Context: an optimization exercise on an open-source flow, tuned for a short achievable clock period and few clock cycles. The choices shown serve that exercise and are no tape-out recipe.
The RTL was checked by simulation tests, not by an equivalence proof against the original design.
Power and IR drop assume default switching activity.

==> run a <==
==> flow/design.v <==
module cpu(clk,reset,in,out,N,V,Z,mem_cmd,mem_addr,halt);
  input clk, reset;
  input [15:0] in;
  output [15:0] out;
  output N, V, Z;
  output [1:0] mem_cmd;
  output [8:0] mem_addr;
  output halt;
  reg [15:0] R0, R1, R2, R3, R4, R5, R6, R7;
  reg fN, fV, fZ;
  reg halted;
  reg [8:0]  pa;
  reg        pf, pl, ps, pr;    
  reg [15:0] md;
  reg [2:0]  plrd;              
  reg        lv;                
  reg [2:0]  lrd;
  reg [8:0] fpc;         
  reg       fv;          
  reg [8:0] fa, fa1;     
  reg [8:0] fnp;         
  reg [8:0] fno;         
  reg       fhit;        
  reg [31:0] bv, bret, bcall;
  reg [3:0]  btag [0:31];
  reg [8:0]  btgt [0:31];
  reg [8:0]  ras;
  reg [2:0]  qv;
  reg [15:0] qi0, qi1, qi2;    
  reg [8:0]  qc0, qc1, qc2;    
  reg [8:0]  qp0, qp1, qp2;    
  reg [8:0]  qt0, qt1, qt2;    
  reg [8:0]  qn0, qn1, qn2;    
  reg        qa0, qa1, qa2;    
  reg        qb0, qb1, qb2;    
  reg        qh0, qh1, qh2;    
  wire [15:0] x = qi0;
  wire [2:0] op3 = x[15:13];
  wire [1:0] op2 = x[12:11];
  wire [2:0] rn = x[10:8], rd = x[7:5], rm = x[2:0];
  wire [1:0] sh = x[4:3];
  wire i_movi = op3 == 3'b110 &  op2[1];
  wire i_movr = op3 == 3'b110 & ~op2[1];
  wire i_alu  = op3 == 3'b101;
  wire i_add  = i_alu & op2 == 2'b00;
  wire i_cmp  = i_alu & op2 == 2'b01;
  wire i_and  = i_alu & op2 == 2'b10;
  wire i_mvn  = i_alu & op2 == 2'b11;
  wire i_ldr  = op3 == 3'b011;
  wire i_str  = op3 == 3'b100;
  wire i_b    = op3 == 3'b001;
  wire i_bx   = op3 == 3'b010 & op2 == 2'b00;
  wire i_blx  = op3 == 3'b010 & op2 == 2'b10;
  wire i_bl   = op3 == 3'b010 & op2 == 2'b11;
  wire rd_rn = i_alu & ~i_mvn | i_ldr | i_str;
  wire rd_rm = i_movr | i_alu;
  wire rd_rd = i_str | i_bx | i_blx;
  wire wr_rn = i_movi | i_bl | i_blx;
  wire wr_rd = i_movr | i_alu & ~i_cmp;
  wire hz_m = pl & (rd_rn & rn == plrd | rd_rm & rm == plrd | rd_rd & rd == plrd |
                    wr_rn & rn == plrd | wr_rd & rd == plrd);
  wire hz_l = lv & (rd_rn & rn == lrd | rd_rm & rm == lrd | rd_rd & rd == lrd);
  wire hnow = qv[0] & qh0 & ~ps & ~halted;
  wire go = qv[0] & ~qh0 & ~halted & ~hz_m & ~hz_l;
  function [15:0] rsel;
    input [2:0] s;
    input [15:0] a0, a1, a2, a3, a4, a5, a6, a7;
    case (s)
      3'd0: rsel = a0; 3'd1: rsel = a1; 3'd2: rsel = a2; 3'd3: rsel = a3;
      3'd4: rsel = a4; 3'd5: rsel = a5; 3'd6: rsel = a6; default: rsel = a7;
    endcase
  endfunction
  wire [15:0] vn = rsel(rn, R0, R1, R2, R3, R4, R5, R6, R7);
  wire [15:0] vm = rsel(rm, R0, R1, R2, R3, R4, R5, R6, R7);
  wire [15:0] vd = rsel(rd, R0, R1, R2, R3, R4, R5, R6, R7);
  reg [15:0] vs;
  always @(*)
    case (sh)
      2'b00: vs = vm;
      2'b01: vs = {vm[14:0], 1'b0};
      2'b10: vs = {1'b0, vm[15:1]};
      default: vs = {vm[15], vm[15:1]};
    endcase
  wire [15:0] sum = vn + vs;
  wire [15:0] dif = vn - vs;
  wire cN = dif[15];
  wire cZ = vn == vs;
  wire cV = (vn[15] ^ vs[15]) & (dif[15] ^ vn[15]);
  reg [15:0] res;
  always @(*) begin
    res = {{8{x[7]}}, x[7:0]};
    if (i_movr) res = vs;
    if (i_add)  res = sum;
    if (i_and)  res = vn & vs;
    if (i_mvn)  res = ~vs;
    if (i_bl | i_blx) res = {7'b0, qp0};
  end
  wire [2:0] wsel = wr_rn ? rn : rd;
  wire we = go & (wr_rn | wr_rd);
  reg ctake;
  always @(*)
    case (rn)
      3'd0: ctake = 1'b1;
      3'd1: ctake = fZ;
      3'd2: ctake = ~fZ;
      3'd3: ctake = fN ^ fV;
      3'd4: ctake = (fN ^ fV) | fZ;
      default: ctake = 1'b0;
    endcase
  wire take_imm = i_b & ctake | i_bl;
  wire take_reg = i_bx | i_blx;
  wire [8:0] rtgt = (i_blx & rd == rn) ? qp0 : vd[8:0];
  wire [8:0] xt = take_imm ? qt0 : take_reg ? rtgt : qp0;    
  wire xred = go & (take_imm ? ~qb0 : take_reg ? rtgt != qn0 : ~qa0);
  wire a_b   = in[15:11] == 5'b00100;
  wire a_bal = a_b & in[10:8] == 3'b000;
  wire a_bl  = in[15:11] == 5'b01011;
  wire a_bx  = in[15:11] == 5'b01000;
  wire [8:0] aimm = {in[7], in[7:0]};
  wire [8:0] atg = fa1 + aimm;
  wire [8:0] roff = ras - fa1;
  wire dred = fv & ~fhit & ~xred & (a_bal | a_bl | a_b & in[7] | a_bx);
  wire [8:0] dtg = a_bx ? ras : atg;
  wire ea_a = ~fv ? 1'b0 : dred ? (a_bx ? ras == fa1 : aimm == 9'd0) : fnp == fa1;
  wire ea_b = ~fv ? 1'b0 : dred ? (a_bx ? roff == aimm : 1'b1) : fno == aimm;
  wire [8:0] ea_n = dred ? dtg : fnp;
  wire ea_h = in[15:13] == 3'b111;
  wire [4:0] bi = pa[4:0];
  wire hit = bv[bi] & btag[bi] == pa[8:5];
  wire [8:0] pa1 = pa + 9'd1;
  wire [8:0] pn = hit ? (bret[bi] ? ras : btgt[bi]) : pa1;
  wire pop = go;
  wire [79:0] e0 = {qi0, qc0, qp0, qt0, qn0, qa0, qb0, qh0};
  wire [79:0] e1 = {qi1, qc1, qp1, qt1, qn1, qa1, qb1, qh1};
  wire [79:0] e2 = {qi2, qc2, qp2, qt2, qn2, qa2, qb2, qh2};
  wire [79:0] ea = {in, fa, fa1, atg, ea_n, ea_a, ea_b, ea_h};
  wire [2:0] sv = pop ? {1'b0, qv[2:1]} : qv;
  wire [79:0] s0 = pop ? e1 : e0;
  wire [79:0] s1 = pop ? e2 : e1;
  reg [79:0] n0, n1, n2;
  reg [2:0] nv;
  always @(*) begin
    n0 = s0; n1 = s1; n2 = e2; nv = sv;
    if (fv) begin
      if (~sv[0]) begin n0 = ea; nv[0] = 1'b1; end
      else if (~sv[1]) begin n1 = ea; nv[1] = 1'b1; end
      else begin n2 = ea; nv[2] = 1'b1; end
    end
    if (xred) nv = 3'b000;
  end
  wire dop = go & (i_ldr | i_str);
  wire [8:0] aaddr = vn[8:0] + {{4{x[4]}}, x[4:0]};
  wire [8:0] nfa = xred ? xt : dred ? dtg : pf ? pn : fpc;
  wire nfv = pf & ~xred & ~dred;                  
  wire room = ~nv[2] & ~(nv[1] & nfv);
  wire nfetch = ~dop & ~hnow & ~halted & room;
  always @(posedge clk) begin
    {qi0, qc0, qp0, qt0, qn0, qa0, qb0, qh0} <= n0;
    {qi1, qc1, qp1, qt1, qn1, qa1, qb1, qh1} <= n1;
    {qi2, qc2, qp2, qt2, qn2, qa2, qb2, qh2} <= n2;
    fpc <= nfa;
    pa <= dop ? aaddr : nfa;
    fa <= pa; fa1 <= pa1; fnp <= pn; fno <= pn - pa1; fhit <= hit;
    if (go & i_str) md <= vd;
    if (go & i_ldr) plrd <= rd;
    lrd <= plrd;
    if (go & i_cmp) begin fN <= cN; fV <= cV; fZ <= cZ; end
    if (xred & (i_bl | i_blx)) ras <= qp0;
    else if (dred & a_bl) ras <= fa1;
    else if (nfv & hit & bcall[bi]) ras <= pa1;
    if (go & (i_b | i_bl | i_bx | i_blx) & xt != qp0) begin
      btag[qc0[4:0]] <= qc0[8:5];
      btgt[qc0[4:0]] <= xt;
      bret[qc0[4:0]] <= i_bx;
      bcall[qc0[4:0]] <= i_bl | i_blx;
    end
    if (reset) begin
      qv <= 3'b000; fv <= 1'b0; lv <= 1'b0; halted <= 1'b0; bv <= 32'd0;
      pa <= 9'd0; pf <= 1'b1; pr <= 1'b1; pl <= 1'b0; ps <= 1'b0;
      ras <= 9'd0;
    end else begin
      qv <= nv;
      fv <= nfv;
      pf <= nfetch;
      pl <= go & i_ldr;
      ps <= go & i_str;
      pr <= nfetch | go & i_ldr;
      lv <= pl;
      if (hnow) halted <= 1'b1;
      if (go & (i_b | i_bl | i_bx | i_blx) & xt != qp0) bv[qc0[4:0]] <= 1'b1;
      else if (xred) bv[qc0[4:0]] <= 1'b0;
    end
  end
  always @(posedge clk) begin
    if (we & wsel == 3'd0) R0 <= res; else if (lv & lrd == 3'd0) R0 <= in;
    if (we & wsel == 3'd1) R1 <= res; else if (lv & lrd == 3'd1) R1 <= in;
    if (we & wsel == 3'd2) R2 <= res; else if (lv & lrd == 3'd2) R2 <= in;
    if (we & wsel == 3'd3) R3 <= res; else if (lv & lrd == 3'd3) R3 <= in;
    if (we & wsel == 3'd4) R4 <= res; else if (lv & lrd == 3'd4) R4 <= in;
    if (we & wsel == 3'd5) R5 <= res; else if (lv & lrd == 3'd5) R5 <= in;
    if (we & wsel == 3'd6) R6 <= res; else if (lv & lrd == 3'd6) R6 <= in;
    if (we & wsel == 3'd7) R7 <= res; else if (lv & lrd == 3'd7) R7 <= in;
  end
  assign mem_addr = pa;
  assign mem_cmd = {ps, pr};
  assign out = md;
  assign halt = halted | hnow;
  assign N = fN; assign V = fV; assign Z = fZ;
endmodule
==> flow/run.sh <==
#!/bin/bash
# synth_recipe.tcl (not shown) runs the flow's synth.tcl, then flattens the netlist and writes it again
# the make line also repeats each setting of config.mk as NAME=value (left out here)
make -C /OpenROAD-flow-scripts/flow DESIGN_CONFIG=/design/flow/config.mk WORK_HOME=/design/flow/orfs CLKGATE_MAP_FILE= SYNTH_SCRIPT=/design/flow/synth_recipe.tcl finish
==> flow/config.mk <==
export PLATFORM = sky130hd
export DESIGN_NAME = cpu
export DESIGN_NICKNAME = cpu
export VERILOG_FILES = /design/flow/design.v
export SDC_FILE = /design/flow/constraint.sdc
export NUM_CORES = 4
export LEC_CHECK = 0
export ABC_CLOCK_PERIOD_IN_PS = 2500
export CAP_MARGIN = 20
export CORE_MARGIN = 2
export CORE_UTILIZATION = 40
export PLACE_DENSITY = 0.6
export SETUP_SLACK_MARGIN = 3.5
export SLEW_MARGIN = 20
export TNS_END_PERCENT = 100
==> flow/constraint.sdc <==
create_clock -name core_clock -period 6.0 [get_ports {clk}]
set_input_delay 1.2000 -clock core_clock [delete_from_list [all_inputs] [get_ports {clk}]]
set_output_delay 1.2000 -clock core_clock [all_outputs]
set_load 0.01 [all_outputs]
==> run b: changes against run a <==
==> flow/design.v, changed modules only <==
module cpu(clk,reset,in,out,N,V,Z,mem_cmd,mem_addr,halt);
  input clk, reset;
  input [15:0] in;
  output [15:0] out;
  output N, V, Z;
  output [1:0] mem_cmd;
  output [8:0] mem_addr;
  output halt;
  reg [15:0] R0, R1, R2, R3, R4, R5, R6, R7;
  reg fN, fV, fZ;
  reg halted;
  reg [8:0] fpc;         
  reg       fv;          
  reg [8:0] fpn;         
  reg [2:0]  qv;
  reg [15:0] qi0, qi1, qi2;
  reg [8:0]  qp0, qp1, qp2;    
  reg [8:0]  qt0, qt1, qt2;    
  reg       mld, mst;
  reg [8:0] maddr;
  reg [15:0] mdata;
  reg [2:0] mrd;         
  reg       lv;          
  reg [2:0] lrd;
  wire [15:0] x = qi0;
  wire xv = qv[0];
  wire [2:0] op3 = x[15:13];
  wire [1:0] op2 = x[12:11];
  wire [2:0] rn = x[10:8], rd = x[7:5], rm = x[2:0];
  wire [1:0] sh = x[4:3];
  wire i_movi = op3 == 3'b110 &  op2[1];
  wire i_movr = op3 == 3'b110 & ~op2[1];
  wire i_alu  = op3 == 3'b101;
  wire i_add  = i_alu & op2 == 2'b00;
  wire i_cmp  = i_alu & op2 == 2'b01;
  wire i_and  = i_alu & op2 == 2'b10;
  wire i_mvn  = i_alu & op2 == 2'b11;
  wire i_ldr  = op3 == 3'b011;
  wire i_str  = op3 == 3'b100;
  wire i_b    = op3 == 3'b001;
  wire i_bx   = op3 == 3'b010 & op2 == 2'b00;
  wire i_blx  = op3 == 3'b010 & op2 == 2'b10;
  wire i_bl   = op3 == 3'b010 & op2 == 2'b11;
  wire i_halt = op3 == 3'b111;
  wire rd_rn = i_alu & ~i_mvn | i_ldr | i_str;
  wire rd_rm = i_movr | i_alu;
  wire rd_rd = i_str | i_bx | i_blx;
  wire wr_rn = i_movi | i_bl | i_blx;
  wire wr_rd = i_movr | i_alu & ~i_cmp;
  wire hz_m = mld & (rd_rn & rn == mrd | rd_rm & rm == mrd | rd_rd & rd == mrd |
                     wr_rn & rn == mrd | wr_rd & rd == mrd);
  wire hz_l = lv  & (rd_rn & rn == lrd | rd_rm & rm == lrd | rd_rd & rd == lrd);
  wire hz_h = i_halt & mst;
  wire go = xv & ~halted & ~(hz_m | hz_l | hz_h);
  function [15:0] rsel;
    input [2:0] s;
    input [15:0] a0, a1, a2, a3, a4, a5, a6, a7;
    case (s)
      3'd0: rsel = a0; 3'd1: rsel = a1; 3'd2: rsel = a2; 3'd3: rsel = a3;
      3'd4: rsel = a4; 3'd5: rsel = a5; 3'd6: rsel = a6; default: rsel = a7;
    endcase
  endfunction
  wire [15:0] vn = rsel(rn, R0, R1, R2, R3, R4, R5, R6, R7);
  wire [15:0] vm = rsel(rm, R0, R1, R2, R3, R4, R5, R6, R7);
  wire [15:0] vd = rsel(rd, R0, R1, R2, R3, R4, R5, R6, R7);
  reg [15:0] vs;
  always @(*)
    case (sh)
      2'b00: vs = vm;
      2'b01: vs = {vm[14:0], 1'b0};
      2'b10: vs = {1'b0, vm[15:1]};
      default: vs = {vm[15], vm[15:1]};
    endcase
  wire [15:0] sum = vn + vs;
  wire [15:0] dif = vn - vs;
  wire cN = dif[15];
  wire cZ = vn == vs;
  wire cV = (vn[15] ^ vs[15]) & (dif[15] ^ vn[15]);
  reg [15:0] res;
  always @(*) begin
    res = {{8{x[7]}}, x[7:0]};
    if (i_movr) res = vs;
    if (i_add)  res = sum;
    if (i_and)  res = vn & vs;
    if (i_mvn)  res = ~vs;
    if (i_bl | i_blx) res = {7'b0, qp0};
  end
  wire [2:0] wsel = wr_rn ? rn : rd;
  wire we = go & (wr_rn | wr_rd);
  reg ctake;
  always @(*)
    case (rn)
      3'd0: ctake = 1'b1;
      3'd1: ctake = fZ;
      3'd2: ctake = ~fZ;
      3'd3: ctake = fN ^ fV;
      3'd4: ctake = (fN ^ fV) | fZ;
      default: ctake = 1'b0;
    endcase
  wire take_imm = i_b & ctake | i_bl;
  wire take_reg = i_bx | i_blx;
  wire redir = go & (take_imm | take_reg);
  wire [8:0] rtgt = (i_blx & rd == rn) ? qp0 : vd[8:0];
  wire [8:0] tgt = take_reg ? rtgt : qt0;
  wire hnow = xv & ~halted & i_halt & ~mst;
  wire mbusy = mld | mst;
  wire arr = fv & ~redir;
  wire room = ~qv[2] & ~(qv[1] & arr);
  wire fetch = ~mbusy & ~halted & ~hnow & (redir | room);
  wire [8:0] faddr = redir ? tgt : fpc;
  assign mem_addr = mbusy ? maddr : faddr;
  assign mem_cmd = mld ? 2'b01 : mst ? 2'b10 : fetch ? 2'b01 : 2'b00;
  assign out = mdata;
  assign halt = halted | hnow;
  assign N = fN; assign V = fV; assign Z = fZ;
  wire [8:0] aaddr = vn[8:0] + {{4{x[4]}}, x[4:0]};
  wire pop = go;
  wire [33:0] e0 = {qi0, qp0, qt0};
  wire [33:0] e1 = {qi1, qp1, qt1};
  wire [33:0] e2 = {qi2, qp2, qt2};
  wire [33:0] ea = {in, fpn, fpn + {in[7], in[7:0]}};
  wire [2:0] sv = pop ? {1'b0, qv[2:1]} : qv;
  wire [33:0] s0 = pop ? e1 : e0;
  wire [33:0] s1 = pop ? e2 : e1;
  reg [33:0] n0, n1, n2;
  reg [2:0] nv;
  always @(*) begin
    n0 = s0; n1 = s1; n2 = e2; nv = sv;
    if (arr) begin
      if (~sv[0]) begin n0 = ea; nv[0] = 1'b1; end
      else if (~sv[1]) begin n1 = ea; nv[1] = 1'b1; end
      else begin n2 = ea; nv[2] = 1'b1; end
    end
    if (redir) nv = 3'b000;
  end
  always @(posedge clk) begin
    {qi0, qp0, qt0} <= n0;
    {qi1, qp1, qt1} <= n1;
    {qi2, qp2, qt2} <= n2;
    fpn <= faddr + 9'd1;
    if (fetch) fpc <= faddr + 9'd1;
    else if (redir) fpc <= tgt;
    lrd <= mrd;
    if (go & (i_ldr | i_str)) maddr <= aaddr;
    if (go & i_str) mdata <= vd;
    if (go & i_ldr) mrd <= rd;
    if (go & i_cmp) begin fN <= cN; fV <= cV; fZ <= cZ; end
    if (reset) begin
      qv <= 3'b000; fv <= 1'b0; fpc <= 9'd0; mld <= 1'b0; mst <= 1'b0;
      lv <= 1'b0; halted <= 1'b0;
    end else begin
      qv <= nv; fv <= fetch; mld <= go & i_ldr; mst <= go & i_str;
      lv <= mld;
      if (hnow) halted <= 1'b1;
    end
  end
  always @(posedge clk) begin
    if (we & wsel == 3'd0) R0 <= res; else if (lv & lrd == 3'd0) R0 <= in;
    if (we & wsel == 3'd1) R1 <= res; else if (lv & lrd == 3'd1) R1 <= in;
    if (we & wsel == 3'd2) R2 <= res; else if (lv & lrd == 3'd2) R2 <= in;
    if (we & wsel == 3'd3) R3 <= res; else if (lv & lrd == 3'd3) R3 <= in;
    if (we & wsel == 3'd4) R4 <= res; else if (lv & lrd == 3'd4) R4 <= in;
    if (we & wsel == 3'd5) R5 <= res; else if (lv & lrd == 3'd5) R5 <= in;
    if (we & wsel == 3'd6) R6 <= res; else if (lv & lrd == 3'd6) R6 <= in;
    if (we & wsel == 3'd7) R7 <= res; else if (lv & lrd == 3'd7) R7 <= in;
  end
endmodule
ABC_CLOCK_PERIOD_IN_PS = unset   (was 2500)
SETUP_SLACK_MARGIN = unset   (was 3.5)
TNS_END_PERCENT = unset   (was 100)
==> comparison <==
Run a finished with timing, DRC and antenna clean. Run b went through all stages and came out clean. In run a the sequential share of layout area is higher than in run b, by 1.6 points. Between run b and run a, the lower global-route usage is in run b (gap 2.0 points). Register-to-register slack: run b is worse than run a (1.1 ns). Of run b and run a, run a has the higher clock skew (gap 0.042 ns). In sequential power, run a is at 2.9 times the value of run b. Of run b and run a, run a has the higher combinational power (gap 64%, measured against run a).
==> figures <==
metric	run a	run b
Slowest library cell on the worst path	dfxtp_4	dfxtp_1
Combinational power share	60.3%	61.6%
Top layer used by detailed routing	met5	met4
Number of non-clock buffers in the layout	873	125
Non-clk buf share	18.47%	5.117%
Combinational gate power	23.9 mW	8.59 mW
Critical path start-end classification	flop to flop	flop to output port
Detail Route met2 WL	83060 um	31030 um
Antenna violations before repair	5	1
Result of the run	no timing/DRC/antenna violations	no timing/DRC/antenna violations
Number of flops mapped to enable cells by yosys	685	193
CP startpoint	qi0[1]	qi0[13]
Switching power as a share of total power	42.71%	49.83%
Testbench counts of run a, summed over its fixed seeds: cycles 27,003.
Testbench counts of run b, summed over its fixed seeds: cycles 29,089.

[afterwards: timing with drivers on the ports]
In the flow no input, the clock included, has a driving cell. The finished layouts below were timed again as built, in two steps.
Step 1 sets driving cells, clkbuf_16 on the clock port and buf_2 on the other inputs (assumed; they add their load-dependent delay and slew).
Step 2, shift: input delay + t, output delay - t, t = (earliest + latest rising clock arrival at the registers) / 2. This alone moves slack from input paths to output paths.
Slacks: ideal / step 1 / step 2; pairs: ideal / step 1.
run	t, ns	setup slack, ns	hold WS [ns]	latest minus earliest clock arrival (ns)
run a	0.778	1.759 / 1.759 / 1.603	0.473 / 0.473 / 0.473	0.059 / 0.059
run b	0.613	0.405 / 0.346 / 0.703	0.476 / 0.476 / 0.476	0.016 / 0.016
After both steps every run listed still meets setup and hold. For run a, which loses most, drivers alone change the setup slack by 0.000 ns; drivers and shift together by -0.156 ns.
